Background: an optimization exercise with open tools, aiming at a short achievable clock period and few clock cycles per item. Do not read the settings as production practice.
RTL that was checked went through simulation tests only; none was proved equivalent to the original.
Power figures rest on the tool's default switching activity, not on a simulated workload.

==> trial 87 <==
// divider
module divider#(
  parameter WIDTH    = 32,
  parameter CACHING  =  0,
  parameter INIT_VLD =  0
)(
  input clk,
  input rst,
  input start,
  input      [WIDTH-1:0] dividend,
  input      [WIDTH-1:0] divisor,
  output     [WIDTH-1:0] quotient,
  output     [WIDTH-1:0] remainder,
  output reg zeroErr,
  output valid
);
==> module divider, before the edit <==
module divider#(
  parameter WIDTH    = 32,
  parameter CACHING  =  0,
  parameter INIT_VLD =  0
)(
  input clk,
  input rst,
  input start,
  input      [WIDTH-1:0] dividend,
  input      [WIDTH-1:0] divisor,
  output     [WIDTH-1:0] quotient,
  output     [WIDTH-1:0] remainder,
  output reg zeroErr,
  output valid
);
  localparam K  = 4;
  localparam ND = 32 / K;        
  localparam NM = (1 << K) - 1;  
  localparam MW = 32 + K;        
  reg          vld;
  reg    [3:0] cnt;
  reg   [31:0] P;                
  reg   [31:0] AQ;               
  reg [MW*NM-1:0] M;             
  assign valid     = vld;
  assign quotient  = AQ;
  assign remainder = P;
  wire [ND:0] lt;                
  genvar c, j;
  generate
    for (c = 0; c <= ND; c = c + 1) begin : g_lt
      if (c == ND) begin : g_last
        assign lt[c] = divisor != 0;
      end else begin : g_mid
        assign lt[c] = (dividend >> (K*c)) < divisor;
      end
    end
  endgenerate
  wire [ND:0] first = lt & ~{lt[ND-1:0], 1'b0};
  wire zeroDivide = divisor == 0;
  reg [31:0] alP, alAQ;
  reg [3:0]  alCnt;
  integer i;
  always @* begin
    alP = 0; alAQ = 0; alCnt = 0;
    for (i = 0; i <= ND; i = i + 1) begin
      if (first[i]) begin
        alP   = alP  | (dividend >> (K*i));
        alAQ  = alAQ | (dividend << (32 - K*i));
        alCnt = alCnt | i[3:0];
      end
    end
  end
  function [MW-1:0] mult(input [31:0] d, input integer jj);
    reg [MW-1:0] x, a, b, e, s, cy;
    begin
      x = {{K{1'b0}}, d};
      case (jj)
        11: begin a = x << 3; b = x << 1; e = x; end
        13: begin a = x << 3; b = x << 2; e = x; end
        default: begin a = 0; b = 0; e = 0; end
      endcase
      s  = a ^ b ^ e;
      cy = ((a & b) | (a & e) | (b & e)) << 1;
      case (jj)
        1:  mult = x;
        2:  mult = x << 1;
        3:  mult = (x << 1) + x;
        4:  mult = x << 2;
        5:  mult = (x << 2) + x;
        6:  mult = (x << 2) + (x << 1);
        7:  mult = (x << 3) - x;
        8:  mult = x << 3;
        9:  mult = (x << 3) + x;
        10: mult = (x << 3) + (x << 1);
        12: mult = (x << 3) + (x << 2);
        14: mult = (x << 4) - (x << 1);
        15: mult = (x << 4) - x;
        default: mult = s + cy;
      endcase
    end
  endfunction
  wire [MW-1:0] PS = {P, AQ[31:32-K]};
  wire [NM:0]   ge;              
  wire [31:0]   diff [0:NM];
  assign ge[0] = 1'b1;
  assign diff[0] = PS[31:0];
  generate
    for (j = 1; j <= NM; j = j + 1) begin : g_sub
      wire [MW:0] d = {1'b0, PS} - {1'b0, M[MW*(j-1) +: MW]};
      assign ge[j]   = ~d[MW];
      assign diff[j] = d[31:0];
    end
  endgenerate
  wire [NM:0] sel = ge & ~{1'b0, ge[NM:1]};
  reg [31:0] nextP;
  reg [K-1:0] digit;
  always @* begin
    nextP = 0; digit = 0;
    for (i = 0; i <= NM; i = i + 1) begin
      if (sel[i]) begin
        nextP = nextP | diff[i];
        digit = digit | i[K-1:0];
      end
    end
  end
  always @(posedge clk) begin
    if (rst) begin
      vld <= 1'b0;
      cnt <= 0;
    end else if (start) begin
      vld <= zeroDivide | lt[0];
      cnt <= zeroDivide ? 4'd0 : alCnt;
    end else if (cnt != 0) begin
      cnt <= cnt - 1'b1;
      if (cnt == 1) vld <= 1'b1;
    end
  end
  always @(posedge clk) begin
    if (rst) zeroErr <= 1'b0;
    else if (start) zeroErr <= zeroDivide;
  end
  integer m;
  always @(posedge clk) begin
    if (start) begin
      for (m = 1; m <= NM; m = m + 1)
        M[MW*(m-1) +: MW] <= mult(divisor, m);
    end
  end
  always @(posedge clk) begin
    if (start) begin
      P  <= alP;
      AQ <= alAQ;
    end else if (cnt != 0) begin
      P  <= nextP;
      AQ <= {AQ[31-K:0], digit};
    end
  end
endmodule
make LEC_CHECK=0 CAP_MARGIN=20 CORE_MARGIN=2 CORE_UTILIZATION=55 SETUP_SLACK_MARGIN=4.5 SLEW_MARGIN=20 finish   # period 7.0 ns
run.sh (not shown) runs the stock make flow with config.mk's settings and CLKGATE_MAP_FILE= SYNTH_SCRIPT=/design/flow/synth_recipe.tcl, a recipe that flattens the netlist after the stock synthesis.
==> trial 8: changes against trial 87 <==
==> flow/design.v (replaced) <==
`timescale 1ns / 1ps
module divider#(
  parameter WIDTH    = 32,
  parameter CACHING  =  0,  
  parameter INIT_VLD =  0  
)(
  input clk, 
  input rst, 
  input start, 
  input      [WIDTH-1:0] dividend, 
  input      [WIDTH-1:0] divisor, 
  output reg [WIDTH-1:0] quotient, 
  output     [WIDTH-1:0] remainder, 
  output reg zeroErr, 
  output valid
);
  localparam IDLE = 0,
             PREP = 1,
             CALC = 2;
  reg [1:0] state;
  reg [WIDTH-1:0] dividendOp; 
  reg [WIDTH  :0] divisorOp; 
  localparam C_WIDTH = $clog2(WIDTH)+1;
  reg [C_WIDTH-1:0] shiftCounter;
  always@(posedge clk) begin
    if(state == IDLE) begin
      shiftCounter <= 0;
    end case(state)
      PREP: shiftCounter <= shiftCounter+1;
      CALC: shiftCounter <= shiftCounter-1;
    endcase
  end
  wire zeroDivide = divisor == 0;
  wire useCache;  
  wire startCalculation = !zeroDivide && start && !(CACHING && useCache);
  wire subtract  = {1'b0,dividendOp} >= divisorOp && state == CALC;
  wire stopShift = dividendOp < (divisorOp<<1);
  generate  
    if(INIT_VLD) begin
      assign valid = state == IDLE && !start;
    end else begin
      reg valid_en;
      assign valid = valid_en && !start && state == IDLE;
      always@(posedge clk) begin
        if(rst) begin
          valid_en <= 0;
        end else begin
          valid_en <= valid_en || start;
        end
      end
    end
  endgenerate
  always@(posedge clk) begin
    if(rst) begin
      zeroErr <= 0;
    end else begin
      zeroErr <= start && state == IDLE ? zeroDivide : zeroErr;
    end
  end
  always@(posedge clk) begin
    if(startCalculation) begin
      divisorOp <= divisor;
    end else case(state)
      PREP: divisorOp <= divisorOp<<1;
      CALC: divisorOp <= divisorOp>>1;
    endcase
  end
  always@(posedge clk) begin
    if(startCalculation) begin
      dividendOp <= dividend;
    end else begin
      dividendOp <= subtract ? dividendOp-divisorOp : dividendOp; 
    end
  end
  always@(posedge clk) begin
    if(state == PREP) begin
      quotient <= 0;
    end else begin
      quotient <= state == CALC ? (quotient<<1) | subtract : quotient;
    end
  end
  assign remainder = dividendOp;
  always@(posedge clk) begin
    if(rst) begin
      state <= IDLE;
    end else case(state)
      IDLE: state <=  startCalculation ? PREP : state;
      PREP: state <=         stopShift ? CALC : state;
      CALC: state <= shiftCounter == 0 ? IDLE : state;
    endcase
  end
  generate  
    if(CACHING) begin
      reg [WIDTH-1:0] dividend_cached, divisor_cached;
      assign useCache = (dividend == dividend_cached) && (divisor == divisor_cached);
      always@(posedge clk) begin
        if (rst) begin
          dividend_cached <= 0;
          divisor_cached  <= 0;
        end else begin
          dividend_cached <= startCalculation && state == IDLE ? dividend : dividend_cached;
          divisor_cached  <= startCalculation && state == IDLE ? divisor  :  divisor_cached;
        end
      end
    end
  endgenerate
endmodule
--- a/flow/config.mk
+++ b/flow/config.mk
@@ -8,5 +8,4 @@
 export CAP_MARGIN = 20
 export CORE_MARGIN = 2
-export CORE_UTILIZATION = 55
-export SETUP_SLACK_MARGIN = 4.5
+export CORE_UTILIZATION = 40
 export SLEW_MARGIN = 20
==> build 4: changes against trial 87 <==
==> flow/design.v (replaced) <==
`timescale 1ns / 1ps
module divider#(
  parameter WIDTH    = 32,
  parameter CACHING  =  0,
  parameter INIT_VLD =  0
)(
  input clk,
  input rst,
  input start,
  input      [WIDTH-1:0] dividend,
  input      [WIDTH-1:0] divisor,
  output     [WIDTH-1:0] quotient,
  output     [WIDTH-1:0] remainder,
  output reg zeroErr,
  output valid
);
  localparam K  = 4;
  localparam ND = 32 / K;       
  localparam NM = (1 << K) - 1;  
  localparam MW = 32 + K;        
  reg        vld;
  reg        align;
  reg  [3:0] cnt;
  reg [31:0] opA;
  reg [31:0] opD;
  reg [ND:0] csel;               
  reg [31:0] P;                  
  reg [31:0] AQ;                 
  reg [MW*NM-1:0] M;             
  assign valid     = vld;
  assign quotient  = AQ;
  assign remainder = P;
  wire [ND:0] lt;                
  genvar c, j;
  generate
    for (c = 0; c <= ND; c = c + 1) begin : g_lt
      if (c == ND) begin : g_last
        assign lt[c] = divisor != 0;
      end else begin : g_mid
        assign lt[c] = (dividend >> (K*c)) < divisor;
      end
    end
  endgenerate
  wire [ND:0] first = lt & ~{lt[ND-1:0], 1'b0};
  wire zeroDivide = divisor == 0;
  wire quick = zeroDivide | lt[0];
  reg [31:0] alP, alAQ;
  reg [3:0]  alCnt;
  integer i;
  always @* begin
    alP = 0; alAQ = 0; alCnt = 0;
    for (i = 1; i <= ND; i = i + 1) begin
      if (csel[i]) begin
        alP   = alP  | (opA >> (K*i));
        alAQ  = alAQ | (opA << (32 - K*i));
        alCnt = alCnt | i[3:0];
      end
    end
  end
  wire [MW-1:0] PS = {P, AQ[31:32-K]};
  wire [NM:0]   ge;              
  wire [31:0]   diff [0:NM];
  assign ge[0] = 1'b1;
  assign diff[0] = PS[31:0];
  generate
    for (j = 1; j <= NM; j = j + 1) begin : g_sub
      wire [MW:0] d = {1'b0, PS} - {1'b0, M[MW*(j-1) +: MW]};
      assign ge[j]   = ~d[MW];
      assign diff[j] = d[31:0];
    end
  endgenerate
  wire [NM:0] sel = ge & ~{1'b0, ge[NM:1]};
  reg [31:0] nextP;
  reg [K-1:0] digit;
  always @* begin
    nextP = 0; digit = 0;
    for (i = 0; i <= NM; i = i + 1) begin
      if (sel[i]) begin
        nextP = nextP | diff[i];
        digit = digit | i[K-1:0];
      end
    end
  end
  always @(posedge clk) begin
    if (rst) begin
      vld   <= 1'b0;
      align <= 1'b0;
      cnt   <= 0;
    end else if (start) begin
      vld   <= quick;
      align <= ~quick;
      cnt   <= 0;
    end else if (align) begin
      align <= 1'b0;
      cnt   <= alCnt;
    end else if (cnt != 0) begin
      cnt   <= cnt - 1'b1;
      if (cnt == 1) vld <= 1'b1;
    end
  end
  always @(posedge clk) begin
    if (rst) zeroErr <= 1'b0;
    else if (start) zeroErr <= zeroDivide;
  end
  always @(posedge clk) begin
    if (start) begin
      opA  <= dividend;
      opD  <= divisor;
      csel <= first;
    end
  end
  integer m;
  always @(posedge clk) begin
    if (align) begin
      for (m = 1; m <= NM; m = m + 1)
        M[MW*(m-1) +: MW] <= opD * m;
    end
  end
  always @(posedge clk) begin
    if (start) begin
      P  <= dividend;
      AQ <= 0;
    end else if (align) begin
      P  <= alP;
      AQ <= alAQ;
    end else if (cnt != 0) begin
      P  <= nextP;
      AQ <= {AQ[31-K:0], digit};
    end
  end
endmodule
--- a/flow/config.mk
+++ b/flow/config.mk
@@ -8,5 +8,4 @@
 export CAP_MARGIN = 20
 export CORE_MARGIN = 2
-export CORE_UTILIZATION = 55
-export SETUP_SLACK_MARGIN = 4.5
+export CORE_UTILIZATION = 40
 export SLEW_MARGIN = 20
==> qor summary <==
|  | trial 8 | build 4 | trial 87 |
|---|---|---|---|
| Result of the run | finished clean | finished clean | aborted with a tool error |
| Stage where the flow stopped | - | - | global routing (5_1_grt) |
| Starting DRT DRC Count | 372 | 6107 | - |
| Post-place instance area | 0.00882 mm^2 | 0.0614 mm^2 | 0.0586 mm^2 |
| Leading cell type in the layout, fill and taps excluded | sky130_fd_sc_hd__clkdlybuf4s50_1 | sky130_fd_sc_hd__ha_1 | - |
| Leak Pwr | 3.81 nW | 28.2 nW | - |
| Power in sequential cells | 1.09 mW | 3.87 mW | - |
| Cts bufs inserted | 9 | 54 | 41 |
| Share of the yosys chip area belonging to registers | 39.2% | 20.7% | 18.5% |
| Avg Synthesized Cell Area | 9.37 um^2 | 8.58 um^2 | 8.25 um^2 |
| Post-CTS Setup Bufs | 0 | 0 | 580 |
| Endpoint kind of the worst setup timing path | output port | flip-flop | - |
| Top routing layer in use | met4 | met4 | - |
| Routed length on met3 | 1330 um | 15700 um | - |
| Post-synthesis share of cell area spent on and, or, nand and nor gates | 15.0% | 13.3% | 15.5% |
| Adder-Cell Fraction of Synth Area | 12.6% | 25.7% | 22.7% |
| Count of antenna-violating nets left after detailed routing | 0 | 0 | - |
Testbench counts of trial 87, summed over its fixed seeds: cycles 8,936, items 3,200.
Testbench counts of trial 8, summed over its fixed seeds: cycles 50,286, items 3,200.
The RTL of build 4 was laid out without a check of its function.

==> what the ideal ports hide <==
The flow's constraints put no driver on any port. The routed layouts listed below were extracted and timed again, unchanged, in two steps.
Step 1 (the two cells are an assumption about what drives the block):
set clk [get_ports {clk}]
set_driving_cell -lib_cell sky130_fd_sc_hd__clkbuf_16 $clk
set_driving_cell -lib_cell sky130_fd_sc_hd__buf_2 [delete_from_list [all_inputs] $clk]
Step 2 also shifts input and output timing later by t, the mid clock arrival at the registers, as if the neighbouring blocks saw the same clock.
a / b / c = no drivers / after step 1 / after step 2; a / b = the first two.
| run | t (ns) | slack for setup (ns) | worst setup path after step 2 | slew at the worst register clock pin (ns) | worst slew at a driven data input, ns |
|---|---|---|---|---|---|
| trial 8 | 0.409 | 2.907 / 2.873 / 2.582 | input to register | 0.08 / 0.08 | 0.06 |
| build 4 | 0.770 | 0.481 / 0.481 / 0.481 | register to register | 0.07 / 0.07 | 0.05 |
After both steps every run listed still meets setup and hold. The setup slack of trial 8, which loses most, moves by -0.034 ns with the drivers and by -0.325 ns with both steps.
